From an optimization exercise on the open Yosys and OpenROAD flow, aimed at small area and a short achievable clock period; shortcuts taken in it are not production practice.
No run shown here included a check of the RTL's function; only the layout flow was run.
No driver is modelled on the clock port, so clock power and skew are understated where the tree is cut down; a real chip needs a root buffer or a tree.
Power figures rest on the tool's default switching activity, not on a simulated workload.

### config.mk
export PLATFORM = sky130hd
export DESIGN_NAME = mac5
export DESIGN_NICKNAME = mac5
export VERILOG_FILES = /design/flow/design.v
export SDC_FILE = /design/flow/constraint.sdc
export NUM_CORES = 4
export LEC_CHECK = 0
export ABC_CLOCK_PERIOD_IN_PS = 1000
export CAP_MARGIN = 20
export CORE_MARGIN = 2
export CORE_UTILIZATION = 40
export SETUP_SLACK_MARGIN = 4.6
export SLEW_MARGIN = 20
export SYNTH_HIERARCHICAL = 1
export SYNTH_MINIMUM_KEEP_SIZE = 0
export TNS_END_PERCENT = 10
### constraint.sdc
create_clock -name core_clock -period 7.0 [get_ports {clk}]
set_input_delay 1.4000 -clock core_clock [delete_from_list [all_inputs] [get_ports {clk}]]
set_output_delay 1.4000 -clock core_clock [all_outputs]
set_load 0.01 [all_outputs]
### design.v
module mac5 #(parameter WIDTH=32)
   (input logic [(WIDTH/2)-1:0] a,
    input logic [(WIDTH/2)-1:0] b,
    input logic               clk, reset,
    output logic [WIDTH-1:0]  out);
   logic [15:0] ra;
   logic [7:0] bneg, bone, btwo;
   logic rb15;
   wire [16:0] bx = {b, 1'b0};
   logic f;
   logic q2_0_0;
   logic q2_1_0;
   logic q2_2_0;
   logic q2_3_0;
   logic q2_3_1;
   logic q2_3_2;
   logic q2_4_0;
   logic q2_4_1;
   logic q2_5_0;
   logic q2_5_1;
   logic q2_6_0;
   logic q2_6_1;
   logic q2_7_0;
   logic q2_7_1;
   logic q2_7_2;
   logic q2_7_3;
   logic q2_8_0;
   logic q2_8_1;
   logic q2_8_2;
   logic q2_9_0;
   logic q2_9_1;
   logic q2_9_2;
   logic q2_10_0;
   logic q2_10_1;
   logic q2_10_2;
   logic q2_11_0;
   logic q2_11_1;
   logic q2_11_2;
   logic q2_12_0;
   logic q2_12_1;
   logic q2_12_2;
   logic q2_13_0;
   logic q2_13_1;
   logic q2_13_2;
   logic q2_13_3;
   logic q2_13_4;
   logic q2_14_0;
   logic q2_14_1;
   logic q2_14_2;
   logic q2_14_3;
   logic q2_15_0;
   logic q2_15_1;
   logic q2_15_2;
   logic q2_15_3;
   logic q2_16_0;
   logic q2_16_1;
   logic q2_16_2;
   logic q2_16_3;
   logic q2_16_4;
   logic q2_17_0;
   logic q2_17_1;
   logic q2_17_2;
   logic q2_17_3;
   logic q2_17_4;
   logic q2_18_0;
   logic q2_18_1;
   logic q2_18_2;
   logic q2_19_0;
   logic q2_19_1;
   logic q2_19_2;
   logic q2_19_3;
   logic q2_20_0;
   logic q2_20_1;
   logic q2_20_2;
   logic q2_20_3;
   logic q2_21_0;
   logic q2_21_1;
   logic q2_21_2;
   logic q2_21_3;
   logic q2_22_0;
   logic q2_22_1;
   logic q2_22_2;
   logic q2_22_3;
   logic q2_23_0;
   logic q2_23_1;
   logic q2_23_2;
   logic q2_23_3;
   logic q2_24_0;
   logic q2_24_1;
   logic q2_24_2;
   logic q2_24_3;
   logic q2_25_0;
   logic q2_25_1;
   logic q2_25_2;
   logic q2_25_3;
   logic q2_26_0;
   logic q2_26_1;
   logic q2_27_0;
   logic q2_27_1;
   logic q2_27_2;
   logic q2_28_0;
   logic q2_28_1;
   logic q2_28_2;
   logic q2_29_0;
   logic q2_30_0;
   logic q2_30_1;
   logic q2_31_0;
   logic q2_31_1;
   wire p1 = ~(((bone[0] & ra[0])) ^ bneg[0]);
   wire p2 = ~(((bone[0] & ra[1]) | (btwo[0] & ra[0])) ^ bneg[0]);
   wire p3 = ~(((bone[0] & ra[2]) | (btwo[0] & ra[1])) ^ bneg[0]);
   wire p4 = ~(((bone[0] & ra[3]) | (btwo[0] & ra[2])) ^ bneg[0]);
   wire p5 = ~(((bone[0] & ra[4]) | (btwo[0] & ra[3])) ^ bneg[0]);
   wire p6 = ~(((bone[0] & ra[5]) | (btwo[0] & ra[4])) ^ bneg[0]);
   wire p7 = ~(((bone[0] & ra[6]) | (btwo[0] & ra[5])) ^ bneg[0]);
   wire p8 = ~(((bone[0] & ra[7]) | (btwo[0] & ra[6])) ^ bneg[0]);
   wire p9 = ~(((bone[0] & ra[8]) | (btwo[0] & ra[7])) ^ bneg[0]);
   wire p10 = ~(((bone[0] & ra[9]) | (btwo[0] & ra[8])) ^ bneg[0]);
   wire p11 = ~(((bone[0] & ra[10]) | (btwo[0] & ra[9])) ^ bneg[0]);
   wire p12 = ~(((bone[0] & ra[11]) | (btwo[0] & ra[10])) ^ bneg[0]);
   wire p13 = ~(((bone[0] & ra[12]) | (btwo[0] & ra[11])) ^ bneg[0]);
   wire p14 = ~(((bone[0] & ra[13]) | (btwo[0] & ra[12])) ^ bneg[0]);
   wire p15 = ~(((bone[0] & ra[14]) | (btwo[0] & ra[13])) ^ bneg[0]);
   wire p16 = ~(((bone[0] & ra[15]) | (btwo[0] & ra[14])) ^ bneg[0]);
   wire p17 = ~(((btwo[0] & ra[15])) ^ bneg[0]);
   wire p18 = ~bneg[0];
   wire p19 = bneg[0];
   wire p20 = ~(((bone[1] & ra[0])) ^ bneg[1]);
   wire p21 = ~(((bone[1] & ra[1]) | (btwo[1] & ra[0])) ^ bneg[1]);
   wire p22 = ~(((bone[1] & ra[2]) | (btwo[1] & ra[1])) ^ bneg[1]);
   wire p23 = ~(((bone[1] & ra[3]) | (btwo[1] & ra[2])) ^ bneg[1]);
   wire p24 = ~(((bone[1] & ra[4]) | (btwo[1] & ra[3])) ^ bneg[1]);
   wire p25 = ~(((bone[1] & ra[5]) | (btwo[1] & ra[4])) ^ bneg[1]);
   wire p26 = ~(((bone[1] & ra[6]) | (btwo[1] & ra[5])) ^ bneg[1]);
   wire p27 = ~(((bone[1] & ra[7]) | (btwo[1] & ra[6])) ^ bneg[1]);
   wire p28 = ~(((bone[1] & ra[8]) | (btwo[1] & ra[7])) ^ bneg[1]);
   wire p29 = ~(((bone[1] & ra[9]) | (btwo[1] & ra[8])) ^ bneg[1]);
   wire p30 = ~(((bone[1] & ra[10]) | (btwo[1] & ra[9])) ^ bneg[1]);
   wire p31 = ~(((bone[1] & ra[11]) | (btwo[1] & ra[10])) ^ bneg[1]);
   wire p32 = ~(((bone[1] & ra[12]) | (btwo[1] & ra[11])) ^ bneg[1]);
   wire p33 = ~(((bone[1] & ra[13]) | (btwo[1] & ra[12])) ^ bneg[1]);
   wire p34 = ~(((bone[1] & ra[14]) | (btwo[1] & ra[13])) ^ bneg[1]);
   wire p35 = ~(((bone[1] & ra[15]) | (btwo[1] & ra[14])) ^ bneg[1]);
   wire p36 = ~(((btwo[1] & ra[15])) ^ bneg[1]);
   wire p37 = ~bneg[1];
   wire p38 = bneg[1];
   wire p39 = ~(((bone[2] & ra[0])) ^ bneg[2]);
   wire p40 = ~(((bone[2] & ra[1]) | (btwo[2] & ra[0])) ^ bneg[2]);
   wire p41 = ~(((bone[2] & ra[2]) | (btwo[2] & ra[1])) ^ bneg[2]);
   wire p42 = ~(((bone[2] & ra[3]) | (btwo[2] & ra[2])) ^ bneg[2]);
   wire p43 = ~(((bone[2] & ra[4]) | (btwo[2] & ra[3])) ^ bneg[2]);
   wire p44 = ~(((bone[2] & ra[5]) | (btwo[2] & ra[4])) ^ bneg[2]);
   wire p45 = ~(((bone[2] & ra[6]) | (btwo[2] & ra[5])) ^ bneg[2]);
   wire p46 = ~(((bone[2] & ra[7]) | (btwo[2] & ra[6])) ^ bneg[2]);
   wire p47 = ~(((bone[2] & ra[8]) | (btwo[2] & ra[7])) ^ bneg[2]);
   wire p48 = ~(((bone[2] & ra[9]) | (btwo[2] & ra[8])) ^ bneg[2]);
   wire p49 = ~(((bone[2] & ra[10]) | (btwo[2] & ra[9])) ^ bneg[2]);
   wire p50 = ~(((bone[2] & ra[11]) | (btwo[2] & ra[10])) ^ bneg[2]);
   wire p51 = ~(((bone[2] & ra[12]) | (btwo[2] & ra[11])) ^ bneg[2]);
   wire p52 = ~(((bone[2] & ra[13]) | (btwo[2] & ra[12])) ^ bneg[2]);
   wire p53 = ~(((bone[2] & ra[14]) | (btwo[2] & ra[13])) ^ bneg[2]);
   wire p54 = ~(((bone[2] & ra[15]) | (btwo[2] & ra[14])) ^ bneg[2]);
   wire p55 = ~(((btwo[2] & ra[15])) ^ bneg[2]);
   wire p56 = ~bneg[2];
   wire p57 = bneg[2];
   wire p58 = ~(((bone[3] & ra[0])) ^ bneg[3]);
   wire p59 = ~(((bone[3] & ra[1]) | (btwo[3] & ra[0])) ^ bneg[3]);
   wire p60 = ~(((bone[3] & ra[2]) | (btwo[3] & ra[1])) ^ bneg[3]);
   wire p61 = ~(((bone[3] & ra[3]) | (btwo[3] & ra[2])) ^ bneg[3]);
   wire p62 = ~(((bone[3] & ra[4]) | (btwo[3] & ra[3])) ^ bneg[3]);
   wire p63 = ~(((bone[3] & ra[5]) | (btwo[3] & ra[4])) ^ bneg[3]);
   wire p64 = ~(((bone[3] & ra[6]) | (btwo[3] & ra[5])) ^ bneg[3]);
   wire p65 = ~(((bone[3] & ra[7]) | (btwo[3] & ra[6])) ^ bneg[3]);
   wire p66 = ~(((bone[3] & ra[8]) | (btwo[3] & ra[7])) ^ bneg[3]);
   wire p67 = ~(((bone[3] & ra[9]) | (btwo[3] & ra[8])) ^ bneg[3]);
   wire p68 = ~(((bone[3] & ra[10]) | (btwo[3] & ra[9])) ^ bneg[3]);
   wire p69 = ~(((bone[3] & ra[11]) | (btwo[3] & ra[10])) ^ bneg[3]);
   wire p70 = ~(((bone[3] & ra[12]) | (btwo[3] & ra[11])) ^ bneg[3]);
   wire p71 = ~(((bone[3] & ra[13]) | (btwo[3] & ra[12])) ^ bneg[3]);
   wire p72 = ~(((bone[3] & ra[14]) | (btwo[3] & ra[13])) ^ bneg[3]);
   wire p73 = ~(((bone[3] & ra[15]) | (btwo[3] & ra[14])) ^ bneg[3]);
   wire p74 = ~(((btwo[3] & ra[15])) ^ bneg[3]);
   wire p75 = ~bneg[3];
   wire p76 = bneg[3];
   wire p77 = ~(((bone[4] & ra[0])) ^ bneg[4]);
   wire p78 = ~(((bone[4] & ra[1]) | (btwo[4] & ra[0])) ^ bneg[4]);
   wire p79 = ~(((bone[4] & ra[2]) | (btwo[4] & ra[1])) ^ bneg[4]);
   wire p80 = ~(((bone[4] & ra[3]) | (btwo[4] & ra[2])) ^ bneg[4]);
   wire p81 = ~(((bone[4] & ra[4]) | (btwo[4] & ra[3])) ^ bneg[4]);
   wire p82 = ~(((bone[4] & ra[5]) | (btwo[4] & ra[4])) ^ bneg[4]);
   wire p83 = ~(((bone[4] & ra[6]) | (btwo[4] & ra[5])) ^ bneg[4]);
   wire p84 = ~(((bone[4] & ra[7]) | (btwo[4] & ra[6])) ^ bneg[4]);
   wire p85 = ~(((bone[4] & ra[8]) | (btwo[4] & ra[7])) ^ bneg[4]);
   wire p86 = ~(((bone[4] & ra[9]) | (btwo[4] & ra[8])) ^ bneg[4]);
   wire p87 = ~(((bone[4] & ra[10]) | (btwo[4] & ra[9])) ^ bneg[4]);
   wire p88 = ~(((bone[4] & ra[11]) | (btwo[4] & ra[10])) ^ bneg[4]);
   wire p89 = ~(((bone[4] & ra[12]) | (btwo[4] & ra[11])) ^ bneg[4]);
   wire p90 = ~(((bone[4] & ra[13]) | (btwo[4] & ra[12])) ^ bneg[4]);
   wire p91 = ~(((bone[4] & ra[14]) | (btwo[4] & ra[13])) ^ bneg[4]);
   wire p92 = ~(((bone[4] & ra[15]) | (btwo[4] & ra[14])) ^ bneg[4]);
   wire p93 = ~(((btwo[4] & ra[15])) ^ bneg[4]);
   wire p94 = ~bneg[4];
   wire p95 = bneg[4];
   wire p96 = ~(((bone[5] & ra[0])) ^ bneg[5]);
   wire p97 = ~(((bone[5] & ra[1]) | (btwo[5] & ra[0])) ^ bneg[5]);
   wire p98 = ~(((bone[5] & ra[2]) | (btwo[5] & ra[1])) ^ bneg[5]);
   wire p99 = ~(((bone[5] & ra[3]) | (btwo[5] & ra[2])) ^ bneg[5]);
   wire p100 = ~(((bone[5] & ra[4]) | (btwo[5] & ra[3])) ^ bneg[5]);
   wire p101 = ~(((bone[5] & ra[5]) | (btwo[5] & ra[4])) ^ bneg[5]);
   wire p102 = ~(((bone[5] & ra[6]) | (btwo[5] & ra[5])) ^ bneg[5]);
   wire p103 = ~(((bone[5] & ra[7]) | (btwo[5] & ra[6])) ^ bneg[5]);
   wire p104 = ~(((bone[5] & ra[8]) | (btwo[5] & ra[7])) ^ bneg[5]);
   wire p105 = ~(((bone[5] & ra[9]) | (btwo[5] & ra[8])) ^ bneg[5]);
   wire p106 = ~(((bone[5] & ra[10]) | (btwo[5] & ra[9])) ^ bneg[5]);
   wire p107 = ~(((bone[5] & ra[11]) | (btwo[5] & ra[10])) ^ bneg[5]);
   wire p108 = ~(((bone[5] & ra[12]) | (btwo[5] & ra[11])) ^ bneg[5]);
   wire p109 = ~(((bone[5] & ra[13]) | (btwo[5] & ra[12])) ^ bneg[5]);
   wire p110 = ~(((bone[5] & ra[14]) | (btwo[5] & ra[13])) ^ bneg[5]);
   wire p111 = ~(((bone[5] & ra[15]) | (btwo[5] & ra[14])) ^ bneg[5]);
   wire p112 = ~(((btwo[5] & ra[15])) ^ bneg[5]);
   wire p113 = ~bneg[5];
   wire p114 = bneg[5];
   wire p115 = ~(((bone[6] & ra[0])) ^ bneg[6]);
   wire p116 = ~(((bone[6] & ra[1]) | (btwo[6] & ra[0])) ^ bneg[6]);
   wire p117 = ~(((bone[6] & ra[2]) | (btwo[6] & ra[1])) ^ bneg[6]);
   wire p118 = ~(((bone[6] & ra[3]) | (btwo[6] & ra[2])) ^ bneg[6]);
   wire p119 = ~(((bone[6] & ra[4]) | (btwo[6] & ra[3])) ^ bneg[6]);
   wire p120 = ~(((bone[6] & ra[5]) | (btwo[6] & ra[4])) ^ bneg[6]);
   wire p121 = ~(((bone[6] & ra[6]) | (btwo[6] & ra[5])) ^ bneg[6]);
   wire p122 = ~(((bone[6] & ra[7]) | (btwo[6] & ra[6])) ^ bneg[6]);
   wire p123 = ~(((bone[6] & ra[8]) | (btwo[6] & ra[7])) ^ bneg[6]);
   wire p124 = ~(((bone[6] & ra[9]) | (btwo[6] & ra[8])) ^ bneg[6]);
   wire p125 = ~(((bone[6] & ra[10]) | (btwo[6] & ra[9])) ^ bneg[6]);
   wire p126 = ~(((bone[6] & ra[11]) | (btwo[6] & ra[10])) ^ bneg[6]);
   wire p127 = ~(((bone[6] & ra[12]) | (btwo[6] & ra[11])) ^ bneg[6]);
   wire p128 = ~(((bone[6] & ra[13]) | (btwo[6] & ra[12])) ^ bneg[6]);
   wire p129 = ~(((bone[6] & ra[14]) | (btwo[6] & ra[13])) ^ bneg[6]);
   wire p130 = ~(((bone[6] & ra[15]) | (btwo[6] & ra[14])) ^ bneg[6]);
   wire p131 = ~(((btwo[6] & ra[15])) ^ bneg[6]);
   wire p132 = ~bneg[6];
   wire p133 = bneg[6];
   wire p134 = ~(((bone[7] & ra[0])) ^ bneg[7]);
   wire p135 = ~(((bone[7] & ra[1]) | (btwo[7] & ra[0])) ^ bneg[7]);
   wire p136 = ~(((bone[7] & ra[2]) | (btwo[7] & ra[1])) ^ bneg[7]);
   wire p137 = ~(((bone[7] & ra[3]) | (btwo[7] & ra[2])) ^ bneg[7]);
   wire p138 = ~(((bone[7] & ra[4]) | (btwo[7] & ra[3])) ^ bneg[7]);
   wire p139 = ~(((bone[7] & ra[5]) | (btwo[7] & ra[4])) ^ bneg[7]);
   wire p140 = ~(((bone[7] & ra[6]) | (btwo[7] & ra[5])) ^ bneg[7]);
   wire p141 = ~(((bone[7] & ra[7]) | (btwo[7] & ra[6])) ^ bneg[7]);
   wire p142 = ~(((bone[7] & ra[8]) | (btwo[7] & ra[7])) ^ bneg[7]);
   wire p143 = ~(((bone[7] & ra[9]) | (btwo[7] & ra[8])) ^ bneg[7]);
   wire p144 = ~(((bone[7] & ra[10]) | (btwo[7] & ra[9])) ^ bneg[7]);
   wire p145 = ~(((bone[7] & ra[11]) | (btwo[7] & ra[10])) ^ bneg[7]);
   wire p146 = ~(((bone[7] & ra[12]) | (btwo[7] & ra[11])) ^ bneg[7]);
   wire p147 = ~(((bone[7] & ra[13]) | (btwo[7] & ra[12])) ^ bneg[7]);
   wire p148 = ~(((bone[7] & ra[14]) | (btwo[7] & ra[13])) ^ bneg[7]);
   wire p149 = ~(((bone[7] & ra[15]) | (btwo[7] & ra[14])) ^ bneg[7]);
   wire p150 = ~(((btwo[7] & ra[15])) ^ bneg[7]);
   wire p151 = ~bneg[7];
   wire p152 = bneg[7];
   wire p153 = ~(ra[0] & rb15);
   wire p154 = ~(ra[1] & rb15);
   wire p155 = ~(ra[2] & rb15);
   wire p156 = ~(ra[3] & rb15);
   wire p157 = ~(ra[4] & rb15);
   wire p158 = ~(ra[5] & rb15);
   wire p159 = ~(ra[6] & rb15);
   wire p160 = ~(ra[7] & rb15);
   wire p161 = ~(ra[8] & rb15);
   wire p162 = ~(ra[9] & rb15);
   wire p163 = ~(ra[10] & rb15);
   wire p164 = ~(ra[11] & rb15);
   wire p165 = ~(ra[12] & rb15);
   wire p166 = ~(ra[13] & rb15);
   wire p167 = ~(ra[14] & rb15);
   wire p168 = ~(ra[15] & rb15);
   wire p169 = ~(out[0] & f);
   wire p170 = ~(out[1] & f);
   wire p171 = ~(out[2] & f);
   wire p172 = ~(out[3] & f);
   wire p173 = ~(out[4] & f);
   wire p174 = ~(out[5] & f);
   wire p175 = ~(out[6] & f);
   wire p176 = ~(out[7] & f);
   wire p177 = ~(out[8] & f);
   wire p178 = ~(out[9] & f);
   wire p179 = ~(out[10] & f);
   wire p180 = ~(out[11] & f);
   wire p181 = ~(out[12] & f);
   wire p182 = ~(out[13] & f);
   wire p183 = ~(out[14] & f);
   wire p184 = ~(out[15] & f);
   wire p185 = ~(out[16] & f);
   wire p186 = ~(out[17] & f);
   wire p187 = ~(out[18] & f);
   wire p188 = ~(out[19] & f);
   wire p189 = ~(out[20] & f);
   wire p190 = ~(out[21] & f);
   wire p191 = ~(out[22] & f);
   wire p192 = ~(out[23] & f);
   wire p193 = ~(out[24] & f);
   wire p194 = ~(out[25] & f);
   wire p195 = ~(out[26] & f);
   wire p196 = ~(out[27] & f);
   wire p197 = ~(out[28] & f);
   wire p198 = ~(out[29] & f);
   wire p199 = ~(out[30] & f);
   wire p200 = ~(out[31] & f);
   wire p201 = ~p19;
   wire p202 = ~p19;
   wire p203 = ~p189;
   wire p204 = ~p191;
   wire p205 = ~p193;
   wire p206 = ~p195;
   wire p207 = ~p197;
   wire p208 = ~p199;
   wire s209, c210;
   mac5_fa u_s209 (.a(p18), .b(p169), .c(p1), .s(s209), .co(c210));
   wire s211, c212;
   mac5_fa u_s211 (.a(p170), .b(p2), .c(c210), .s(s211), .co(c212));
   wire s213, c214;
   mac5_fa u_s213 (.a(p37), .b(p171), .c(p3), .s(s213), .co(c214));
   wire s215, c216;
   mac5_fa u_s215 (.a(p172), .b(p4), .c(p21), .s(s215), .co(c216));
   wire s217, c218;
   mac5_fa u_s217 (.a(p56), .b(p173), .c(p5), .s(s217), .co(c218));
   wire s219, c220;
   mac5_fa u_s219 (.a(p174), .b(p6), .c(p23), .s(s219), .co(c220));
   wire s221, c222;
   mac5_fa u_s221 (.a(p75), .b(p175), .c(p7), .s(s221), .co(c222));
   wire s223, c224;
   mac5_fa u_s223 (.a(p176), .b(p8), .c(p25), .s(s223), .co(c224));
   wire s225, c226;
   mac5_fa u_s225 (.a(p94), .b(p177), .c(p9), .s(s225), .co(c226));
   wire s227, c228;
   mac5_fa u_s227 (.a(p178), .b(p10), .c(p27), .s(s227), .co(c228));
   wire s229, c230;
   mac5_fa u_s229 (.a(p113), .b(p179), .c(p11), .s(s229), .co(c230));
   wire s231, c232;
   mac5_fa u_s231 (.a(p180), .b(p12), .c(p29), .s(s231), .co(c232));
   wire s233, c234;
   mac5_fa u_s233 (.a(p132), .b(p181), .c(p13), .s(s233), .co(c234));
   wire s235, c236;
   mac5_fa u_s235 (.a(p182), .b(p14), .c(p31), .s(s235), .co(c236));
   wire s237, c238;
   mac5_fa u_s237 (.a(p151), .b(p183), .c(p15), .s(s237), .co(c238));
   wire s239, c240;
   mac5_fa u_s239 (.a(p184), .b(p16), .c(p33), .s(s239), .co(c240));
   wire s241, c242;
   mac5_fa u_s241 (.a(p185), .b(p153), .c(p17), .s(s241), .co(c242));
   wire s243, c244;
   mac5_fa u_s243 (.a(p201), .b(p186), .c(p154), .s(s243), .co(c244));
   wire s245, c246;
   mac5_fa u_s245 (.a(p202), .b(p187), .c(p155), .s(s245), .co(c246));
   wire s247, c248;
   mac5_fa u_s247 (.a(p38), .b(p19), .c(p188), .s(s247), .co(c248));
   wire s249, c250;
   mac5_fa u_s249 (.a(p203), .b(p157), .c(c248), .s(s249), .co(c250));
   wire s251, c252;
   mac5_fa u_s251 (.a(p57), .b(p190), .c(p189), .s(s251), .co(c252));
   wire s253, c254;
   mac5_fa u_s253 (.a(p204), .b(p159), .c(c252), .s(s253), .co(c254));
   wire s255, c256;
   mac5_fa u_s255 (.a(p76), .b(p192), .c(p191), .s(s255), .co(c256));
   wire s257, c258;
   mac5_fa u_s257 (.a(p205), .b(p161), .c(c256), .s(s257), .co(c258));
   wire s259, c260;
   mac5_fa u_s259 (.a(p95), .b(p194), .c(p193), .s(s259), .co(c260));
   wire s261, c262;
   mac5_fa u_s261 (.a(p206), .b(p163), .c(c260), .s(s261), .co(c262));
   wire s263, c264;
   mac5_fa u_s263 (.a(p114), .b(p196), .c(p195), .s(s263), .co(c264));
   wire s265, c266;
   mac5_fa u_s265 (.a(p207), .b(p165), .c(c264), .s(s265), .co(c266));
   wire s267, c268;
   mac5_fa u_s267 (.a(p133), .b(p198), .c(p197), .s(s267), .co(c268));
   wire s269, c270;
   mac5_fa u_s269 (.a(p208), .b(p167), .c(c268), .s(s269), .co(c270));
   wire s271, c272;
   mac5_fa u_s271 (.a(p152), .b(p200), .c(p199), .s(s271), .co(c272));
   wire s273, c274;
   mac5_fa u_s273 (.a(p20), .b(s213), .c(c212), .s(s273), .co(c274));
   wire s275, c276;
   mac5_fa u_s275 (.a(p22), .b(p39), .c(c216), .s(s275), .co(c276));
   wire s277, c278;
   mac5_fa u_s277 (.a(p40), .b(c218), .c(s219), .s(s277), .co(c278));
   wire s279, c280;
   mac5_fa u_s279 (.a(p24), .b(p41), .c(p58), .s(s279), .co(c280));
   wire s281, c282;
   mac5_fa u_s281 (.a(p42), .b(p59), .c(c222), .s(s281), .co(c282));
   wire s283, c284;
   mac5_fa u_s283 (.a(p26), .b(p43), .c(p60), .s(s283), .co(c284));
   wire s285, c286;
   mac5_fa u_s285 (.a(p44), .b(p61), .c(p78), .s(s285), .co(c286));
   wire s287, c288;
   mac5_fa u_s287 (.a(p28), .b(p45), .c(p62), .s(s287), .co(c288));
   wire s289, c290;
   mac5_fa u_s289 (.a(p46), .b(p63), .c(p80), .s(s289), .co(c290));
   wire s291, c292;
   mac5_fa u_s291 (.a(p30), .b(p47), .c(p64), .s(s291), .co(c292));
   wire s293, c294;
   mac5_fa u_s293 (.a(p48), .b(p65), .c(p82), .s(s293), .co(c294));
   wire s295, c296;
   mac5_fa u_s295 (.a(p32), .b(p49), .c(p66), .s(s295), .co(c296));
   wire s297, c298;
   mac5_fa u_s297 (.a(p50), .b(p67), .c(p84), .s(s297), .co(c298));
   wire s299, c300;
   mac5_fa u_s299 (.a(p34), .b(p51), .c(p68), .s(s299), .co(c300));
   wire s301, c302;
   mac5_fa u_s301 (.a(p35), .b(p52), .c(p69), .s(s301), .co(c302));
   wire s303, c304;
   mac5_fa u_s303 (.a(p36), .b(p53), .c(p70), .s(s303), .co(c304));
   wire s305, c306;
   mac5_fa u_s305 (.a(p156), .b(p54), .c(p71), .s(s305), .co(c306));
   wire s307, c308;
   mac5_fa u_s307 (.a(p55), .b(p72), .c(p89), .s(s307), .co(c308));
   wire s309, c310;
   mac5_fa u_s309 (.a(p158), .b(p73), .c(p90), .s(s309), .co(c310));
   wire s311, c312;
   mac5_fa u_s311 (.a(p74), .b(p91), .c(p108), .s(s311), .co(c312));
   wire s313, c314;
   mac5_fa u_s313 (.a(p160), .b(p92), .c(p109), .s(s313), .co(c314));
   wire s315, c316;
   mac5_fa u_s315 (.a(p93), .b(p110), .c(p127), .s(s315), .co(c316));
   wire s317, c318;
   mac5_fa u_s317 (.a(p162), .b(p111), .c(p128), .s(s317), .co(c318));
   wire s319, c320;
   mac5_fa u_s319 (.a(p112), .b(p129), .c(p146), .s(s319), .co(c320));
   wire s321, c322;
   mac5_fa u_s321 (.a(p164), .b(p130), .c(p147), .s(s321), .co(c322));
   wire s323, c324;
   mac5_fa u_s323 (.a(p131), .b(p148), .c(c322), .s(s323), .co(c324));
   wire s325, c326;
   mac5_fa u_s325 (.a(p166), .b(p149), .c(s267), .s(s325), .co(c326));
   wire s327, c328;
   mac5_fa u_s327 (.a(p150), .b(s269), .c(c326), .s(s327), .co(c328));
   wire s329, c330;
   mac5_fa u_s329 (.a(p168), .b(s271), .c(c270), .s(s329), .co(c330));
   wire s331, c332;
   mac5_fa u_s331 (.a(c220), .b(s279), .c(s221), .s(s331), .co(c332));
   wire s333, c334;
   mac5_fa u_s333 (.a(p77), .b(c224), .c(s283), .s(s333), .co(c334));
   wire s335, c336;
   mac5_fa u_s335 (.a(c226), .b(c284), .c(s285), .s(s335), .co(c336));
   wire s337, c338;
   mac5_fa u_s337 (.a(p79), .b(p96), .c(c228), .s(s337), .co(c338));
   wire s339, c340;
   mac5_fa u_s339 (.a(p97), .b(c230), .c(c288), .s(s339), .co(c340));
   wire s341, c342;
   mac5_fa u_s341 (.a(p81), .b(p98), .c(p115), .s(s341), .co(c342));
   wire s343, c344;
   mac5_fa u_s343 (.a(p99), .b(p116), .c(c234), .s(s343), .co(c344));
   wire s345, c346;
   mac5_fa u_s345 (.a(p83), .b(p100), .c(p117), .s(s345), .co(c346));
   wire s347, c348;
   mac5_fa u_s347 (.a(p101), .b(p118), .c(p135), .s(s347), .co(c348));
   wire s349, c350;
   mac5_fa u_s349 (.a(p85), .b(p102), .c(p119), .s(s349), .co(c350));
   wire s351, c352;
   mac5_fa u_s351 (.a(p86), .b(p103), .c(p120), .s(s351), .co(c352));
   wire s353, c354;
   mac5_fa u_s353 (.a(p87), .b(p104), .c(p121), .s(s353), .co(c354));
   wire s355, c356;
   mac5_fa u_s355 (.a(p88), .b(p105), .c(p122), .s(s355), .co(c356));
   wire s357, c358;
   mac5_fa u_s357 (.a(p106), .b(p123), .c(p140), .s(s357), .co(c358));
   wire s359, c360;
   mac5_fa u_s359 (.a(p107), .b(p124), .c(p141), .s(s359), .co(c360));
   wire s361, c362;
   mac5_fa u_s361 (.a(p125), .b(p142), .c(c310), .s(s361), .co(c362));
   wire s363, c364;
   mac5_fa u_s363 (.a(p126), .b(p143), .c(s255), .s(s363), .co(c364));
   wire s365, c366;
   mac5_fa u_s365 (.a(p144), .b(c314), .c(s257), .s(s365), .co(c366));
   wire s367, c368;
   mac5_fa u_s367 (.a(p145), .b(s259), .c(c258), .s(s367), .co(c368));
   wire s369, c370;
   mac5_fa u_s369 (.a(c318), .b(s261), .c(s319), .s(s369), .co(c370));
   wire s371, c372;
   mac5_fa u_s371 (.a(s263), .b(c262), .c(c320), .s(s371), .co(c372));
   wire s373, c374;
   mac5_fa u_s373 (.a(c266), .b(s325), .c(c324), .s(s373), .co(c374));
   wire s375, c376;
   mac5_fa u_s375 (.a(c286), .b(s287), .c(s229), .s(s375), .co(c376));
   wire s377, c378;
   mac5_fa u_s377 (.a(s289), .b(s231), .c(c338), .s(s377), .co(c378));
   wire s379, c380;
   mac5_fa u_s379 (.a(c232), .b(c290), .c(s341), .s(s379), .co(c380));
   wire s381, c382;
   mac5_fa u_s381 (.a(c292), .b(c342), .c(s293), .s(s381), .co(c382));
   wire s383, c384;
   mac5_fa u_s383 (.a(p134), .b(c236), .c(c294), .s(s383), .co(c384));
   wire s385, c386;
   mac5_fa u_s385 (.a(c238), .b(c296), .c(c346), .s(s385), .co(c386));
   wire s387, c388;
   mac5_fa u_s387 (.a(p136), .b(c240), .c(c298), .s(s387), .co(c388));
   wire s389, c390;
   mac5_fa u_s389 (.a(p137), .b(s243), .c(c242), .s(s389), .co(c390));
   wire s391, c392;
   mac5_fa u_s391 (.a(p138), .b(c244), .c(s245), .s(s391), .co(c392));
   wire s393, c394;
   mac5_fa u_s393 (.a(p139), .b(s247), .c(c246), .s(s393), .co(c394));
   wire s395, c396;
   mac5_fa u_s395 (.a(c306), .b(c356), .c(s249), .s(s395), .co(c396));
   wire s397, c398;
   mac5_fa u_s397 (.a(s251), .b(c250), .c(c308), .s(s397), .co(c398));
   wire s399, c400;
   mac5_fa u_s399 (.a(c360), .b(s253), .c(s311), .s(s399), .co(c400));
   wire s401, c402;
   mac5_fa u_s401 (.a(c254), .b(c312), .c(s313), .s(s401), .co(c402));
   wire s403, c404;
   mac5_fa u_s403 (.a(s291), .b(s233), .c(c340), .s(s403), .co(c404));
   wire s405, c406;
   mac5_fa u_s405 (.a(s345), .b(s295), .c(s237), .s(s405), .co(c406));
   wire s407, c408;
   mac5_fa u_s407 (.a(s347), .b(s297), .c(s239), .s(s407), .co(c408));
   wire s409, c410;
   mac5_fa u_s409 (.a(c348), .b(s349), .c(s299), .s(s409), .co(c410));
   wire s411, c412;
   mac5_fa u_s411 (.a(c300), .b(c350), .c(s351), .s(s411), .co(c412));
   wire s413, c414;
   mac5_fa u_s413 (.a(c302), .b(c352), .c(s353), .s(s413), .co(c414));
   wire s415, c416;
   mac5_fa u_s415 (.a(c304), .b(c354), .c(s355), .s(s415), .co(c416));
   wire s417, c418;
   mac5_fa u_s417 (.a(s357), .b(s307), .c(c394), .s(s417), .co(c418));
   wire s419, c420;
   mac5_fa u_s419 (.a(c358), .b(s359), .c(s309), .s(s419), .co(c420));
   wire s421, c422;
   mac5_fa u_s421 (.a(s303), .b(s391), .c(c390), .s(s421), .co(c422));
   wire s423, c424;
   mac5_fa u_s423 (.a(s305), .b(c392), .c(s393), .s(s423), .co(c424));
   wire s425, c426;
   mac5_xn u_s425 (.a(q2_13_0), .b(q2_13_1), .y(s425));
   mac5_or u_c426 (.a(q2_13_0), .b(q2_13_1), .y(c426));
   wire s427, c428;
   mac5_xn u_s427 (.a(q2_14_0), .b(q2_14_1), .y(s427));
   mac5_or u_c428 (.a(q2_14_0), .b(q2_14_1), .y(c428));
   wire s429, c430;
   mac5_xn u_s429 (.a(q2_15_0), .b(q2_15_1), .y(s429));
   mac5_or u_c430 (.a(q2_15_0), .b(q2_15_1), .y(c430));
   wire s431, c432;
   mac5_fa u_s431 (.a(q2_16_0), .b(q2_16_1), .c(q2_16_2), .s(s431), .co(c432));
   wire s433, c434;
   mac5_fa u_s433 (.a(q2_17_0), .b(q2_17_1), .c(q2_17_2), .s(s433), .co(c434));
   wire s435, c436;
   mac5_xn u_s435 (.a(q2_7_0), .b(q2_7_1), .y(s435));
   mac5_or u_c436 (.a(q2_7_0), .b(q2_7_1), .y(c436));
   wire s437, c438;
   mac5_xn u_s437 (.a(q2_8_0), .b(q2_8_1), .y(s437));
   mac5_or u_c438 (.a(q2_8_0), .b(q2_8_1), .y(c438));
   wire s439, c440;
   mac5_xn u_s439 (.a(q2_9_0), .b(q2_9_1), .y(s439));
   mac5_or u_c440 (.a(q2_9_0), .b(q2_9_1), .y(c440));
   wire s441, c442;
   mac5_xn u_s441 (.a(q2_10_0), .b(q2_10_1), .y(s441));
   mac5_or u_c442 (.a(q2_10_0), .b(q2_10_1), .y(c442));
   wire s443, c444;
   mac5_xn u_s443 (.a(q2_11_0), .b(q2_11_1), .y(s443));
   mac5_or u_c444 (.a(q2_11_0), .b(q2_11_1), .y(c444));
   wire s445, c446;
   mac5_xn u_s445 (.a(q2_12_0), .b(q2_12_1), .y(s445));
   mac5_or u_c446 (.a(q2_12_0), .b(q2_12_1), .y(c446));
   wire s447, c448;
   mac5_fa u_s447 (.a(q2_13_2), .b(q2_13_3), .c(s425), .s(s447), .co(c448));
   wire s449, c450;
   mac5_fa u_s449 (.a(q2_14_2), .b(q2_14_3), .c(s427), .s(s449), .co(c450));
   wire s451, c452;
   mac5_fa u_s451 (.a(q2_15_2), .b(q2_15_3), .c(s429), .s(s451), .co(c452));
   wire s453, c454;
   mac5_fa u_s453 (.a(q2_16_3), .b(q2_16_4), .c(s431), .s(s453), .co(c454));
   wire s455, c456;
   mac5_fa u_s455 (.a(q2_17_3), .b(q2_17_4), .c(s433), .s(s455), .co(c456));
   wire s457, c458;
   mac5_fa u_s457 (.a(q2_18_0), .b(q2_18_1), .c(q2_18_2), .s(s457), .co(c458));
   wire s459, c460;
   mac5_fa u_s459 (.a(q2_19_0), .b(q2_19_1), .c(q2_19_2), .s(s459), .co(c460));
   wire s461, c462;
   mac5_fa u_s461 (.a(q2_20_0), .b(q2_20_1), .c(q2_20_2), .s(s461), .co(c462));
   wire s463, c464;
   mac5_fa u_s463 (.a(q2_21_0), .b(q2_21_1), .c(q2_21_2), .s(s463), .co(c464));
   wire s465, c466;
   mac5_fa u_s465 (.a(q2_22_0), .b(q2_22_1), .c(q2_22_2), .s(s465), .co(c466));
   wire s467, c468;
   mac5_fa u_s467 (.a(q2_23_0), .b(q2_23_1), .c(q2_23_2), .s(s467), .co(c468));
   wire s469, c470;
   mac5_fa u_s469 (.a(q2_24_0), .b(q2_24_1), .c(q2_24_2), .s(s469), .co(c470));
   wire s471, c472;
   mac5_fa u_s471 (.a(q2_25_0), .b(q2_25_1), .c(q2_25_2), .s(s471), .co(c472));
   wire s473, c474;
   mac5_xn u_s473 (.a(q2_3_0), .b(q2_3_1), .y(s473));
   mac5_or u_c474 (.a(q2_3_0), .b(q2_3_1), .y(c474));
   wire s475, c476;
   mac5_xn u_s475 (.a(q2_4_0), .b(q2_4_1), .y(s475));
   mac5_or u_c476 (.a(q2_4_0), .b(q2_4_1), .y(c476));
   wire s477, c478;
   mac5_xn u_s477 (.a(q2_5_0), .b(q2_5_1), .y(s477));
   mac5_or u_c478 (.a(q2_5_0), .b(q2_5_1), .y(c478));
   wire s479, c480;
   mac5_xn u_s479 (.a(q2_6_0), .b(q2_6_1), .y(s479));
   mac5_or u_c480 (.a(q2_6_0), .b(q2_6_1), .y(c480));
   wire s481, c482;
   mac5_fa u_s481 (.a(q2_7_2), .b(q2_7_3), .c(s435), .s(s481), .co(c482));
   wire s483, c484;
   mac5_fa u_s483 (.a(q2_8_2), .b(s437), .c(c436), .s(s483), .co(c484));
   wire s485, c486;
   mac5_fa u_s485 (.a(q2_9_2), .b(s439), .c(c438), .s(s485), .co(c486));
   wire s487, c488;
   mac5_fa u_s487 (.a(q2_10_2), .b(s441), .c(c440), .s(s487), .co(c488));
   wire s489, c490;
   mac5_fa u_s489 (.a(q2_11_2), .b(s443), .c(c442), .s(s489), .co(c490));
   wire s491, c492;
   mac5_fa u_s491 (.a(q2_12_2), .b(s445), .c(c444), .s(s491), .co(c492));
   wire s493, c494;
   mac5_fa u_s493 (.a(q2_13_4), .b(c446), .c(s447), .s(s493), .co(c494));
   wire s495, c496;
   mac5_fa u_s495 (.a(c426), .b(c448), .c(s449), .s(s495), .co(c496));
   wire s497, c498;
   mac5_fa u_s497 (.a(c428), .b(c450), .c(s451), .s(s497), .co(c498));
   wire s499, c500;
   mac5_fa u_s499 (.a(c430), .b(c452), .c(s453), .s(s499), .co(c500));
   wire s501, c502;
   mac5_fa u_s501 (.a(c432), .b(c454), .c(s455), .s(s501), .co(c502));
   wire s503, c504;
   mac5_fa u_s503 (.a(c434), .b(s457), .c(c456), .s(s503), .co(c504));
   wire s505, c506;
   mac5_fa u_s505 (.a(q2_19_3), .b(c458), .c(s459), .s(s505), .co(c506));
   wire s507, c508;
   mac5_fa u_s507 (.a(q2_20_3), .b(c460), .c(s461), .s(s507), .co(c508));
   wire s509, c510;
   mac5_fa u_s509 (.a(q2_21_3), .b(c462), .c(s463), .s(s509), .co(c510));
   wire s511, c512;
   mac5_fa u_s511 (.a(q2_22_3), .b(c464), .c(s465), .s(s511), .co(c512));
   wire s513, c514;
   mac5_fa u_s513 (.a(q2_23_3), .b(c466), .c(s467), .s(s513), .co(c514));
   wire s515, c516;
   mac5_fa u_s515 (.a(q2_24_3), .b(c468), .c(s469), .s(s515), .co(c516));
   wire s517, c518;
   mac5_fa u_s517 (.a(q2_25_3), .b(c470), .c(s471), .s(s517), .co(c518));
   wire s519, c520;
   mac5_fa u_s519 (.a(q2_26_0), .b(q2_26_1), .c(c472), .s(s519), .co(c520));
   wire s521, c522;
   mac5_fa u_s521 (.a(q2_27_0), .b(q2_27_1), .c(q2_27_2), .s(s521), .co(c522));
   wire s523, c524;
   mac5_fa u_s523 (.a(q2_28_0), .b(q2_28_1), .c(q2_28_2), .s(s523), .co(c524));
   wire [31:0] sx = {q2_31_0, q2_30_0, q2_29_0, s523, s521, s519, s517, s515, s513, s511, s509, s507, s505, s503, s501, s499, s497, s495, s493, s491, s489, s487, s485, s483, s481, s479, s477, s475, s473, q2_2_0, q2_1_0, q2_0_0};
   wire [31:0] sy = {q2_31_1, q2_30_1, c524, c522, c520, c518, c516, c514, c512, c510, c508, c506, c504, c502, c500, c498, c496, c494, c492, c490, c488, c486, c484, c482, c480, c478, c476, c474, q2_3_2, 1'b1, 1'b1, 1'b1};
   wire [31:0] sp = sx ^ sy, sg = sx & sy;
   wire lG1 = sg[0] | (sp[0] & 1'b1);
   wire lG2 = sg[2] | (sp[2] & sg[1]);
   wire lP2 = sp[2] & sp[1];
   wire lG3 = sg[4] | (sp[4] & sg[3]);
   wire lP3 = sp[4] & sp[3];
   wire lG4 = sg[6] | (sp[6] & sg[5]);
   wire lP4 = sp[6] & sp[5];
   wire lG5 = sg[1] | (sp[1] & lG1);
   wire lG6 = lG2 | (lP2 & lG1);
   wire lG7 = sg[5] | (sp[5] & lG3);
   wire lP7 = sp[5] & lP3;
   wire lG8 = lG4 | (lP4 & lG3);
   wire lP8 = lP4 & lP3;
   wire lG9 = sg[3] | (sp[3] & lG6);
   wire lG10 = lG3 | (lP3 & lG6);
   wire lG11 = lG7 | (lP7 & lG6);
   wire lG12 = lG8 | (lP8 & lG6);
   wire lG13 = sg[7] | (sp[7] & lG12);
   logic q3_lo0;
   logic q3_lo1;
   logic q3_lo2;
   logic q3_lo3;
   logic q3_lo4;
   logic q3_lo5;
   logic q3_lo6;
   logic q3_lo7;
   logic q3_ck;
   logic [31:8] q3_p, q3_g;
   wire hG1 = q3_g[8] | (q3_p[8] & q3_ck);
   wire hG2 = q3_g[10] | (q3_p[10] & q3_g[9]);
   wire hP2 = q3_p[10] & q3_p[9];
   wire hG3 = q3_g[12] | (q3_p[12] & q3_g[11]);
   wire hP3 = q3_p[12] & q3_p[11];
   wire hG4 = q3_g[14] | (q3_p[14] & q3_g[13]);
   wire hP4 = q3_p[14] & q3_p[13];
   wire hG5 = q3_g[16] | (q3_p[16] & q3_g[15]);
   wire hP5 = q3_p[16] & q3_p[15];
   wire hG6 = q3_g[18] | (q3_p[18] & q3_g[17]);
   wire hP6 = q3_p[18] & q3_p[17];
   wire hG7 = q3_g[20] | (q3_p[20] & q3_g[19]);
   wire hP7 = q3_p[20] & q3_p[19];
   wire hG8 = q3_g[22] | (q3_p[22] & q3_g[21]);
   wire hP8 = q3_p[22] & q3_p[21];
   wire hG9 = q3_g[24] | (q3_p[24] & q3_g[23]);
   wire hP9 = q3_p[24] & q3_p[23];
   wire hG10 = q3_g[26] | (q3_p[26] & q3_g[25]);
   wire hP10 = q3_p[26] & q3_p[25];
   wire hG11 = q3_g[28] | (q3_p[28] & q3_g[27]);
   wire hP11 = q3_p[28] & q3_p[27];
   wire hG12 = q3_g[30] | (q3_p[30] & q3_g[29]);
   wire hP12 = q3_p[30] & q3_p[29];
   wire hG13 = q3_g[9] | (q3_p[9] & hG1);
   wire hG14 = hG2 | (hP2 & hG1);
   wire hG15 = q3_g[13] | (q3_p[13] & hG3);
   wire hP15 = q3_p[13] & hP3;
   wire hG16 = hG4 | (hP4 & hG3);
   wire hP16 = hP4 & hP3;
   wire hG17 = q3_g[17] | (q3_p[17] & hG5);
   wire hP17 = q3_p[17] & hP5;
   wire hG18 = hG6 | (hP6 & hG5);
   wire hP18 = hP6 & hP5;
   wire hG19 = q3_g[21] | (q3_p[21] & hG7);
   wire hP19 = q3_p[21] & hP7;
   wire hG20 = hG8 | (hP8 & hG7);
   wire hP20 = hP8 & hP7;
   wire hG21 = q3_g[25] | (q3_p[25] & hG9);
   wire hP21 = q3_p[25] & hP9;
   wire hG22 = hG10 | (hP10 & hG9);
   wire hP22 = hP10 & hP9;
   wire hG23 = q3_g[29] | (q3_p[29] & hG11);
   wire hP23 = q3_p[29] & hP11;
   wire hG24 = hG12 | (hP12 & hG11);
   wire hP24 = hP12 & hP11;
   wire hG25 = q3_g[11] | (q3_p[11] & hG14);
   wire hG26 = hG3 | (hP3 & hG14);
   wire hG27 = hG15 | (hP15 & hG14);
   wire hG28 = hG16 | (hP16 & hG14);
   wire hG29 = q3_g[19] | (q3_p[19] & hG18);
   wire hP29 = q3_p[19] & hP18;
   wire hG30 = hG7 | (hP7 & hG18);
   wire hP30 = hP7 & hP18;
   wire hG31 = hG19 | (hP19 & hG18);
   wire hP31 = hP19 & hP18;
   wire hG32 = hG20 | (hP20 & hG18);
   wire hP32 = hP20 & hP18;
   wire hG33 = q3_g[27] | (q3_p[27] & hG22);
   wire hP33 = q3_p[27] & hP22;
   wire hG34 = hG11 | (hP11 & hG22);
   wire hP34 = hP11 & hP22;
   wire hG35 = hG23 | (hP23 & hG22);
   wire hP35 = hP23 & hP22;
   wire hG36 = hG24 | (hP24 & hG22);
   wire hP36 = hP24 & hP22;
   wire hG37 = q3_g[15] | (q3_p[15] & hG28);
   wire hG38 = hG5 | (hP5 & hG28);
   wire hG39 = hG17 | (hP17 & hG28);
   wire hG40 = hG18 | (hP18 & hG28);
   wire hG41 = hG29 | (hP29 & hG28);
   wire hG42 = hG30 | (hP30 & hG28);
   wire hG43 = hG31 | (hP31 & hG28);
   wire hG44 = hG32 | (hP32 & hG28);
   wire hG45 = q3_g[31] | (q3_p[31] & hG36);
   wire hP45 = q3_p[31] & hP36;
   wire hG46 = q3_g[23] | (q3_p[23] & hG44);
   wire hG47 = hG9 | (hP9 & hG44);
   wire hG48 = hG21 | (hP21 & hG44);
   wire hG49 = hG22 | (hP22 & hG44);
   wire hG50 = hG33 | (hP33 & hG44);
   wire hG51 = hG34 | (hP34 & hG44);
   wire hG52 = hG35 | (hP35 & hG44);
   wire hG53 = hG36 | (hP36 & hG44);
   wire hG54 = hG45 | (hP45 & hG44);
   wire [31:0] nsum = {~(q3_p[31] ^ hG53), ~(q3_p[30] ^ hG52), ~(q3_p[29] ^ hG51), ~(q3_p[28] ^ hG50), ~(q3_p[27] ^ hG49), ~(q3_p[26] ^ hG48), ~(q3_p[25] ^ hG47), ~(q3_p[24] ^ hG46), ~(q3_p[23] ^ hG44), ~(q3_p[22] ^ hG43), ~(q3_p[21] ^ hG42), ~(q3_p[20] ^ hG41), ~(q3_p[19] ^ hG40), ~(q3_p[18] ^ hG39), ~(q3_p[17] ^ hG38), ~(q3_p[16] ^ hG37), ~(q3_p[15] ^ hG28), ~(q3_p[14] ^ hG27), ~(q3_p[13] ^ hG26), ~(q3_p[12] ^ hG25), ~(q3_p[11] ^ hG14), ~(q3_p[10] ^ hG13), ~(q3_p[9] ^ hG1), ~(q3_p[8] ^ q3_ck), q3_lo7, q3_lo6, q3_lo5, q3_lo4, q3_lo3, q3_lo2, q3_lo1, q3_lo0};
   always @(posedge clk) begin
      q3_lo0 <= ~(sp[0] ^ 1'b1);
      q3_lo1 <= ~(sp[1] ^ lG1);
      q3_lo2 <= ~(sp[2] ^ lG5);
      q3_lo3 <= ~(sp[3] ^ lG6);
      q3_lo4 <= ~(sp[4] ^ lG9);
      q3_lo5 <= ~(sp[5] ^ lG10);
      q3_lo6 <= ~(sp[6] ^ lG11);
      q3_lo7 <= ~(sp[7] ^ lG12);
      q3_ck <= lG13;
      q3_p <= sp[31:8];
      q3_g <= sg[31:8];
   end
   always @(posedge clk or negedge reset)
     if (!reset) f <= 1'b0;
     else f <= 1'b1;
   always @(posedge clk) begin
      ra <= a;
      bneg[0] <= bx[2];
      bone[0] <= bx[1] ^ bx[0];
      btwo[0] <= (bx[2] & ~bx[1] & ~bx[0]) | (~bx[2] & bx[1] & bx[0]);
      bneg[1] <= bx[4];
      bone[1] <= bx[3] ^ bx[2];
      btwo[1] <= (bx[4] & ~bx[3] & ~bx[2]) | (~bx[4] & bx[3] & bx[2]);
      bneg[2] <= bx[6];
      bone[2] <= bx[5] ^ bx[4];
      btwo[2] <= (bx[6] & ~bx[5] & ~bx[4]) | (~bx[6] & bx[5] & bx[4]);
      bneg[3] <= bx[8];
      bone[3] <= bx[7] ^ bx[6];
      btwo[3] <= (bx[8] & ~bx[7] & ~bx[6]) | (~bx[8] & bx[7] & bx[6]);
      bneg[4] <= bx[10];
      bone[4] <= bx[9] ^ bx[8];
      btwo[4] <= (bx[10] & ~bx[9] & ~bx[8]) | (~bx[10] & bx[9] & bx[8]);
      bneg[5] <= bx[12];
      bone[5] <= bx[11] ^ bx[10];
      btwo[5] <= (bx[12] & ~bx[11] & ~bx[10]) | (~bx[12] & bx[11] & bx[10]);
      bneg[6] <= bx[14];
      bone[6] <= bx[13] ^ bx[12];
      btwo[6] <= (bx[14] & ~bx[13] & ~bx[12]) | (~bx[14] & bx[13] & bx[12]);
      bneg[7] <= bx[16];
      bone[7] <= bx[15] ^ bx[14];
      btwo[7] <= (bx[16] & ~bx[15] & ~bx[14]) | (~bx[16] & bx[15] & bx[14]);
      rb15 <= b[15];
      q2_0_0 <= s209;
      q2_1_0 <= s211;
      q2_2_0 <= s273;
      q2_3_0 <= s215;
      q2_3_1 <= c214;
      q2_3_2 <= c274;
      q2_4_0 <= s275;
      q2_4_1 <= s217;
      q2_5_0 <= s277;
      q2_5_1 <= c276;
      q2_6_0 <= s331;
      q2_6_1 <= c278;
      q2_7_0 <= s281;
      q2_7_1 <= c280;
      q2_7_2 <= s223;
      q2_7_3 <= c332;
      q2_8_0 <= s333;
      q2_8_1 <= s225;
      q2_8_2 <= c282;
      q2_9_0 <= s335;
      q2_9_1 <= s227;
      q2_9_2 <= c334;
      q2_10_0 <= s375;
      q2_10_1 <= s337;
      q2_10_2 <= c336;
      q2_11_0 <= s377;
      q2_11_1 <= s339;
      q2_11_2 <= c376;
      q2_12_0 <= s403;
      q2_12_1 <= s379;
      q2_12_2 <= c378;
      q2_13_0 <= s381;
      q2_13_1 <= s235;
      q2_13_2 <= s343;
      q2_13_3 <= c380;
      q2_13_4 <= c404;
      q2_14_0 <= s405;
      q2_14_1 <= c344;
      q2_14_2 <= s383;
      q2_14_3 <= c382;
      q2_15_0 <= s407;
      q2_15_1 <= c384;
      q2_15_2 <= s385;
      q2_15_3 <= c406;
      q2_16_0 <= s409;
      q2_16_1 <= s241;
      q2_16_2 <= c386;
      q2_16_3 <= s387;
      q2_16_4 <= c408;
      q2_17_0 <= s411;
      q2_17_1 <= s301;
      q2_17_2 <= c388;
      q2_17_3 <= s389;
      q2_17_4 <= c410;
      q2_18_0 <= s421;
      q2_18_1 <= c412;
      q2_18_2 <= s413;
      q2_19_0 <= s423;
      q2_19_1 <= c414;
      q2_19_2 <= s415;
      q2_19_3 <= c422;
      q2_20_0 <= s417;
      q2_20_1 <= c416;
      q2_20_2 <= s395;
      q2_20_3 <= c424;
      q2_21_0 <= s419;
      q2_21_1 <= c396;
      q2_21_2 <= s397;
      q2_21_3 <= c418;
      q2_22_0 <= s399;
      q2_22_1 <= c398;
      q2_22_2 <= s361;
      q2_22_3 <= c420;
      q2_23_0 <= s401;
      q2_23_1 <= s363;
      q2_23_2 <= c362;
      q2_23_3 <= c400;
      q2_24_0 <= s365;
      q2_24_1 <= c364;
      q2_24_2 <= s315;
      q2_24_3 <= c402;
      q2_25_0 <= s367;
      q2_25_1 <= c316;
      q2_25_2 <= s317;
      q2_25_3 <= c366;
      q2_26_0 <= s369;
      q2_26_1 <= c368;
      q2_27_0 <= s371;
      q2_27_1 <= s321;
      q2_27_2 <= c370;
      q2_28_0 <= s323;
      q2_28_1 <= s265;
      q2_28_2 <= c372;
      q2_29_0 <= s373;
      q2_30_0 <= s327;
      q2_30_1 <= c374;
      q2_31_0 <= s329;
      q2_31_1 <= c328;
      out <= nsum;
   end
endmodule
module mac5_fa (input logic a, b, c, output logic s, co);
   assign s = a ^ b ^ c;
   assign co = (a & b) | (a & c) | (b & c);
endmodule
module mac5_xn (input logic a, b, output logic y);
   assign y = ~(a ^ b);
endmodule
module mac5_or (input logic a, b, output logic y);
   assign y = a | b;
endmodule
### flow/run.sh
#!/bin/bash
# Standard layout, with port buffers of a plain buffer cell, sizing not held to
# the cells' footprints, and a clock tree without dummy loads.
bash standard.sh MATCH_CELL_FOOTPRINT=0 \
  BUFFER_PORTS_ARGS="-buffer_cell sky130_fd_sc_hd__buf_1" \
  CTS_ARGS="-sink_clustering_enable -repair_clock_nets -dont_use_dummy_load -sink_clustering_size 30 -sink_clustering_max_diameter 60" \
  finish > standard.log 2>&1
### standard.sh
#!/bin/bash
# synth_recipe.tcl (not shown) runs the flow's synth.tcl, then flattens the netlist and writes it again
# the make line also repeats each setting of config.mk as NAME=value (left out here)
make -C /OpenROAD-flow-scripts/flow DESIGN_CONFIG=/design/flow/config.mk WORK_HOME=/design/flow/orfs CLKGATE_MAP_FILE= SYNTH_SCRIPT=/design/flow/synth_recipe.tcl "${@:-finish}"
==> results of run 1 <==
cells in the mapped netlist (4+ instances only):
cell type / instances
a21o_1: 4
a21oi_1: 11
a22oi_1: 120
buf_1: 8
clkbuf_1: 68
dfxtp_1: 226
fa_1: 146
ha_1: 33
inv_1: 20
inv_2: 8
nand2_1: 69
nand2b_1: 13
nand3b_1: 7
nor2_1: 14
nor3_1: 4
o211ai_1: 4
o21ai_0: 9
or2_1: 13
xnor2_1: 156
xor2_1: 18
state kept, by name, indices dropped and copies added (netlist names), 8 cells and up:
name	flops
q3_p	24
bneg	8
q3_g	23
btwo	8
out	32
bone	8
ra	16
cell type report:
class	instances	area, µm²	area share [%]
Clock buffer	19	475	3.74
Inverter	28	113	0.885
Multi-Input combinational cell	660	6770	53.2
Sequential cell	227	4590	36.1
Tap cell	384	480	3.78
Timing Repair Buffer	68	295	2.32
kinds of logic (layout without fill, tap and decap cells):
logic type | count (synthesis) | after routing
other cells | 1 | 1
buf+inv | 105 | 115
fa+ha+maj | 179 | 179
xor+xnor | 174 | 174
compound gates | 166 | 166
simple gates | 138 | 138
mux | 2 | 2
flops | 227 | 227
path summary, 6_finish.rpt:
| kind | startpoint | endpoint | slack, ps | cells after the start |
|---|---|---|---|---|
| setup reg to reg | f | q2_20_3 | 4580 | 5 |
| setup / recovery | out[17] | out[17] | 4580 | 1 |
| max in group asynchronous | reset | f | 6250 | 1 |
| min in group asynchronous | reset | f | 650 | 1 |
| hold / removal | q3_lo5 | out[5] | 320 | 0 |
| hold reg to reg | q3_lo5 | out[5] | 320 | 0 |
metrics by stage:
step | area (µm²) | util [%] | hold WS [ps]
finish | 12700 | 44.2 | 322
global route | 12700 | 44.2 | 337
CTS | 12700 | 44.2 | 323
detailed placement | 12200 | 42.3 | 312
global placement | 12200 | 42.3 | 310
floorplan | 11700 | - | 310
worst reg2reg max path, stage by stage, from the launching register on:
cell and delay (ps):
dfrtp_1 370, buf_12 210, nand2_1 190, fa_1 630
fa_1 460, fa_1 410
metal layers:
layer | vias to the layer above | track usage, % | part of all wire [%] | wire, µm
li1 | 3270 | - | - | -
met4 | 0 | 3.72 | 2.0 | 501
met5 | - | 0 | 0 | 0
met2 | 285 | 25.6 | 44 | 10900
met3 | 39 | 3.18 | 8.1 | 2020
met1 | 3463 | 24.3 | 46 | 11400
modules after synthesis (local to each module, per instance):
module,times used,flops+latches,area [µm²],cells inside
mac5,1,227,8620,821
mac5_fa,145,0,20.0,1
mac5_xn,13,0,8.76,1
mac5_or,13,0,6.26,1
repair_timing:
action | 4_1_cts | 5_1_grt
resized for setup | 40 | 14
pin swaps | 0 | 0
cloned | 0 | 0
hold endpoints to repair | 0 | 0
setup endpoints to repair | 45 | 58
report_power, final:
part           switching, mW  internal [mW]  leakage [nW]
registers              0.404           1.96          1.92
clock network          0.433          0.478         0.234
logic                   1.27           1.20          2.64
==> run notes, run 1 <==
* Clock sink total at 227
* Vias in the first global route at 7331
* Vias at 7057
* # setup viols final at 0
* Ports at 66
* Leading cell type in the layout, fill and taps excluded: dfxtp_1
* Post-synth EDFFs at 0
* Pleak at 4.80 nW
* Outcome: complete, no violations
* Routed Antenna Nets at 0
* Fin cells at 1386
* Power per Cell Area at 451 nW/µm²
* Hold Path Class: flip-flop to flip-flop
* Post-synth top area cell: dfxtp_1
* Clock-pin slew of the registers on the worst-case setup and hold paths at 60 ps
* Width of the die at 175 µm
* Longest Clk Path Bufs at 3
* Crit-path leading delay family: flip-flops
* Die height at 175 µm
* Final Hold Fails at 0
* Critical-path cell list: buf_1
* Syn Inst Count at 992
* CP Max Fanout at 2
* CTS tree: done
* Total power draw at 5.74 mW
* Final worst path period share at 34.6%
* Yosys reg bits at 227
* Crit-path slowest cell: dfxtp_1
* Most area-consuming cells after synthesis: dfxtp_1 39%, fa_1 25%, xnor2_1 12%, a22oi_1 7.7%, ha_1 3.5%
* Via density at 5.09
* CTS buffer count at 19
* Row cnt at 62
* Final WL at 24.8 mm
* Pre-CTS setup slack at 4410 ps
* Cell variety after synth at 48
* Mux cell area share after synthesis at 0.182%
* Slew Limit Fails at 0
* Placed insts at 1367
* Drt wl/cell at 17.9 µm
* Share of layout cells above drive strength 1 at 8.48%
* Max incr delay on CP at 370 ps
* Synth warn at 7
* DP HPWL at 19.2 mm
* Final worst slack at 4580 ps
* Final Wtd Congestion at 0.903
* Worst-Margin Slew at 690 ps
* FMAX at 413 MHz
* Top-area cell type share of the netlist area at 38.6%
* Complex-gate fraction of the synthesized area at 10.4%
* Critical path buffers and inverters at 1
* Worst skew pair latency at 510 ps
* Drt first pass iters at 6
* Final min period at 2420 ps
* Worst EP required at 5600 ps
* Largest family of logic cells by synthesized area: adder cells
* GRT Total Usage at 16.6%
* Max-cap violations at 0
* Setup repair bufs after CTS at 0
* Relative slew slack at 53.9%
* Sequential element share of the synthesized area at 38.8%
* Buffers added on ports at 65
* Simple-gate share of the synthesized area at 5.69%
* Synth Area in XOR/XNOR at 13.0%
* Fill cells at 2699
* H-tree levels at 1
* Violation count after the first detailed-routing iteration at 636
* Commonest non-fill, non-tap cells in the layout: 194 x dfxtp_1, 156 x xnor2_1, 146 x fa_1
* Fin nets at 1217
* Crit. End Element: output port
* Area growth syn-to-layout at 8.61%
* Die ar. at 30700 µm²
* Clock Skews at 63.5 ps
* Initial antenna violation count at 0
* Largest net degree at the start of global routing at 33
* Adder-cell share of the synthesized area at 28.5%
* Setup TNS at 0 ps
* Initial Util at 40.7%
* Asr flop ratio synth at 0.441%
* Core area at 28800 µm²
* Worst vdd ir at 0.229 mV
* RSZ-0062 raised after global routing: true
* Syn avg cell area at 11.8 µm²
* N_diodes at 0
* Critical path class: flip-flop to output port
* Drc violations at 0
* Netlist Area Pre-Place at 11700 µm²
* Top FF cell, synth: dfxtp_1
* Worst path arrival time at 1020 ps
* First-pass GRT wire length at 40.2 mm
* CP Launch Type: flip-flop
* Net count after synthesis at 1205
* Hold_buf cts at 0
* CTS root buf: clkbuf_16
* GRT overflow at 0
==> run 2, diff against run 1 <==
==> flow/run.sh (replaced) <==
#!/bin/bash
# Standard layout (bash standard.sh) with: port buffers of a plain buffer cell,
# sizing not held to the cells' footprints, a clock tree without dummy loads,
# and the root clock buffer removed after CTS, so that the clock port drives the two buffers below it (clock_root.tcl).
# Each tool's output goes to its own log here and under orfs/logs.
set -e
ARGS=(MATCH_CELL_FOOTPRINT=0
  BUFFER_PORTS_ARGS="-buffer_cell sky130_fd_sc_hd__buf_1"
  CTS_ARGS="-sink_clustering_enable -repair_clock_nets -dont_use_dummy_load -sink_clustering_size 30 -sink_clustering_max_diameter 60")
bash standard.sh "${ARGS[@]}" cts > standard_cts.log 2>&1
CTS_DB=$PWD/orfs/results/sky130hd/mac5/base/4_cts.odb openroad -no_init -exit flow/clock_root.tcl > flatten_clock.log 2>&1
bash standard.sh "${ARGS[@]}" finish > standard.log 2>&1
==> flow/clock_root.tcl (new file) <==
set db_file $::env(CTS_DB)
read_db $db_file
set block [ord::get_db_block]
set clk_net [$block findNet clk]
set roots {}
foreach it [$clk_net getITerms] { lappend roots [$it getInst] }
foreach root $roots {
  set rout [[$root findITerm X] getNet]
  set sinks {}
  foreach it [$rout getITerms] { if {[$it getInst] ne $root} { lappend sinks $it } }
  puts "removing root [$root getName] ([llength $sinks] sinks)"
  foreach it $sinks { $it disconnect; $it connect $clk_net }
  [$root findITerm A] disconnect
  [$root findITerm X] disconnect
  odb::dbInst_destroy $root
  odb::dbNet_destroy $rout
}
set n 0
foreach it [$clk_net getITerms] { incr n }
puts "clock port now drives $n cell pins"
write_db $db_file
--- a/config.mk
+++ b/config.mk
@@ -9,8 +9,7 @@
 export CAP_MARGIN = 20
 export CORE_MARGIN = 2
 export CORE_UTILIZATION = 40
-export SETUP_SLACK_MARGIN = 4.6
+export SETUP_SLACK_MARGIN = 4.5
 export SLEW_MARGIN = 20
 export SYNTH_HIERARCHICAL = 1
 export SYNTH_MINIMUM_KEEP_SIZE = 0
-export TNS_END_PERCENT = 10
==> run notes, run 2 <==
* Max reg flops at 32
* Area of the multi-input gates at 6770 µm²
* Via density at 5.11
* Top-area cell type share of the netlist area at 38.6%
* Sw Pwr at 2.09 mW
* Synth Area in XOR/XNOR at 13.0%
* Routed Antenna Nets at 0
* Initial antenna violation count at 0
* Area growth syn-to-layout at 7.80%
* Final worst path period share at 35.5%
* DP HPWL at 18.6 mm
* Yosys reg bits at 227
* Worst skew pair latency at 360 ps
* CP Launch Type: flip-flop
* Post-synth EDFFs at 0
* Worst vdd ir at 0.171 mV
* Pleak at 4.72 nW
* Slew Limit Fails at 0
* Clock-pin slew of the registers on the worst-case setup and hold paths at 90 ps
* Drc violations at 0
* Ports at 66
* Post-synth top area cell: dfxtp_1
* Largest net degree at the start of global routing at 33
* Fin nets at 1215
* Max-cap violations at 0
* Critical path class: flip-flop to flip-flop
* Comb power frac at 43.9%
* First-pass GRT wire length at 40.1 mm
* Final worst slack at 4510 ps
* Sequential element share of the synthesized area at 38.8%
* Final WL at 24.7 mm
* Adder-cell share of the synthesized area at 28.5%
* Netlist Area Pre-Place at 11700 µm²
* Worst path arrival time at 2730 ps
* Cell variety after synth at 48
* Drt first pass iters at 7
* Seq pwr share at 41.9%
* Core area at 28800 µm²
* Sw frac at 36.9%
* Final Hold Fails at 0
* Relative slew slack at 54.0%
* Cell-internal power at 3.56 mW
* Row cnt at 62
* Pre-CTS setup slack at 4100 ps
* Hold slack final at 296 ps
* Worst-Margin Slew at 689 ps
* Die ar. at 30700 µm²
* Syn avg cell area at 11.8 µm²
* Core Util, Final at 43.9%
* Placed insts at 1368
* Synth warn at 7
* Final Wtd Congestion at 0.860
* FMAX at 402 MHz
* Synth cell count leaders: 226 x dfxtp_1, 156 x xnor2_1, 146 x fa_1
* Commonest non-fill, non-tap cells in the layout: 200 x dfxtp_1, 156 x xnor2_1, 146 x fa_1
* Most common cell in the netlist: dfxtp_1
* Asr flop ratio synth at 0.441%
* Die height at 175 µm
* Total power draw at 5.65 mW
* Fill cells at 2671
* N_diodes at 0
* CP Max Fanout at 17
* Dpl cell area at 12200 µm²
* Most area-consuming cells after synthesis: dfxtp_1 39%, fa_1 25%, xnor2_1 12%, a22oi_1 7.7%, ha_1 3.5%
* Simple-gate share of the synthesized area at 5.69%
* Mux cell area share after synthesis at 0.182%
* Sequential cell area at 4580 µm²
* Syn Inst Count at 992
* Width of the die at 175 µm
* Net count after synthesis at 1205
* Crit. End Element: flip-flop
* Fin cells at 1384
* Reg2reg setup slack at 4510 ps
* Hold Path Class: flip-flop to flip-flop
* Hold_buf cts at 0
* Setup TNS at 0 ps
* Clock Skews at 44.4 ps
* GRT Total Usage at 16.5%
* Share of layout cells above drive strength 1 at 6.40%
* Leading cell type in the layout, fill and taps excluded: dfxtp_1
* Violation count after the first detailed-routing iteration at 537
* Drt wl/cell at 17.8 µm
* Power per Cell Area at 447 nW/µm²
* RSZ-0062 raised after global routing: true
* Vias at 7066
* Reg with most FFs: out
* Worst EP required at 7250 ps
* Buffers added on ports at 65
* GRT overflow at 0
* Largest family of logic cells by synthesized area: adder cells
* # setup viols final at 0
* Initial Util at 40.7%
* Final min period at 2490 ps
* Outcome: complete, no violations
* Complex-gate fraction of the synthesized area at 10.4%
* Clock share of power at 14.2%
* Clock sink total at 227
* Vias in the first global route at 7254
* Top FF cell, synth: dfxtp_1
* Top flop regs: out: 32 flops, q3_p: 24 flops, q3_g: 23 flops
* Fin area at 12600 µm²
## run 2: timing repair
action,CTS,global route
resized for setup,17,19
endpoints found under the setup margin,27,20
setup buffers,0,0
## run 2: final timing paths
check,start,to,cells after the start
max,ra[13],q2_29_0,5
min,q3_lo4,out[4],0
max reg2reg,ra[13],q2_29_0,5
min reg2reg,q3_lo4,out[4],0
max in group asynchronous,reset,f,1
min in group asynchronous,reset,f,1
## run 2: cells by family after synthesis
| logic type | after synthesis |
|---|---|
| simple gates | 138 |
| xor+xnor | 174 |
| compound gates | 166 |
| mux | 2 |
| buf+inv | 105 |
| fa+ha+maj | 179 |
| other cells | 1 |
| flops | 227 |
## run 2: layout make-up
class	count	share of cell area [%]
Multi-Input combinational cell	660	53.6
Sequential cell	227	36.3
Tap cell	384	3.80
Clock buffer	16	3.17
Timing Repair Buffer	69	2.20
Inverter	28	0.911
## run 2: metal layers
metal	vias up	wire length, µm	GRT usage (%)
met1	3533	11500	24.5
met2	245	10800	24.9
met3	24	2080	3.37
met4	0	333	3.19
met5	-	0	0
li1	3264	-	-
## run 2: critical path, cell delays in order (launching register included)
cell and delay (ps):
dfxtp_1 760, a22oi_1 220, xnor2_1 180, fa_1 400
fa_1 390, fa_1 420
## run 2: per-module statistics from Yosys, one instance, submodules excluded
module / copies in the design / cell area [µm²] / cells inside
mac5_fa: 145 / 20.0 / 1
mac5_or: 13 / 6.26 / 1
mac5: 1 / 8620 / 821
mac5_xn: 13 / 8.76 / 1
## run 2: power by group through the flow
stage	registers, mW	clock network [mW]	logic (mW)
global placement	2.39	0	2.42
finish	2.37	0.803	2.48
global route	2.45	0.890	2.99
detailed placement	2.40	0	2.53
CTS	2.38	0.873	2.56
floorplan	2.28	0	1.82

Check on run 2: ideal ports give 4.514 ns setup slack; a clkbuf_16 on the clock port and buf_2 on the inputs give 4.514 ns; moving port delays by the midpoint clock arrival (0.402 ns) as well gives 4.514 ns.
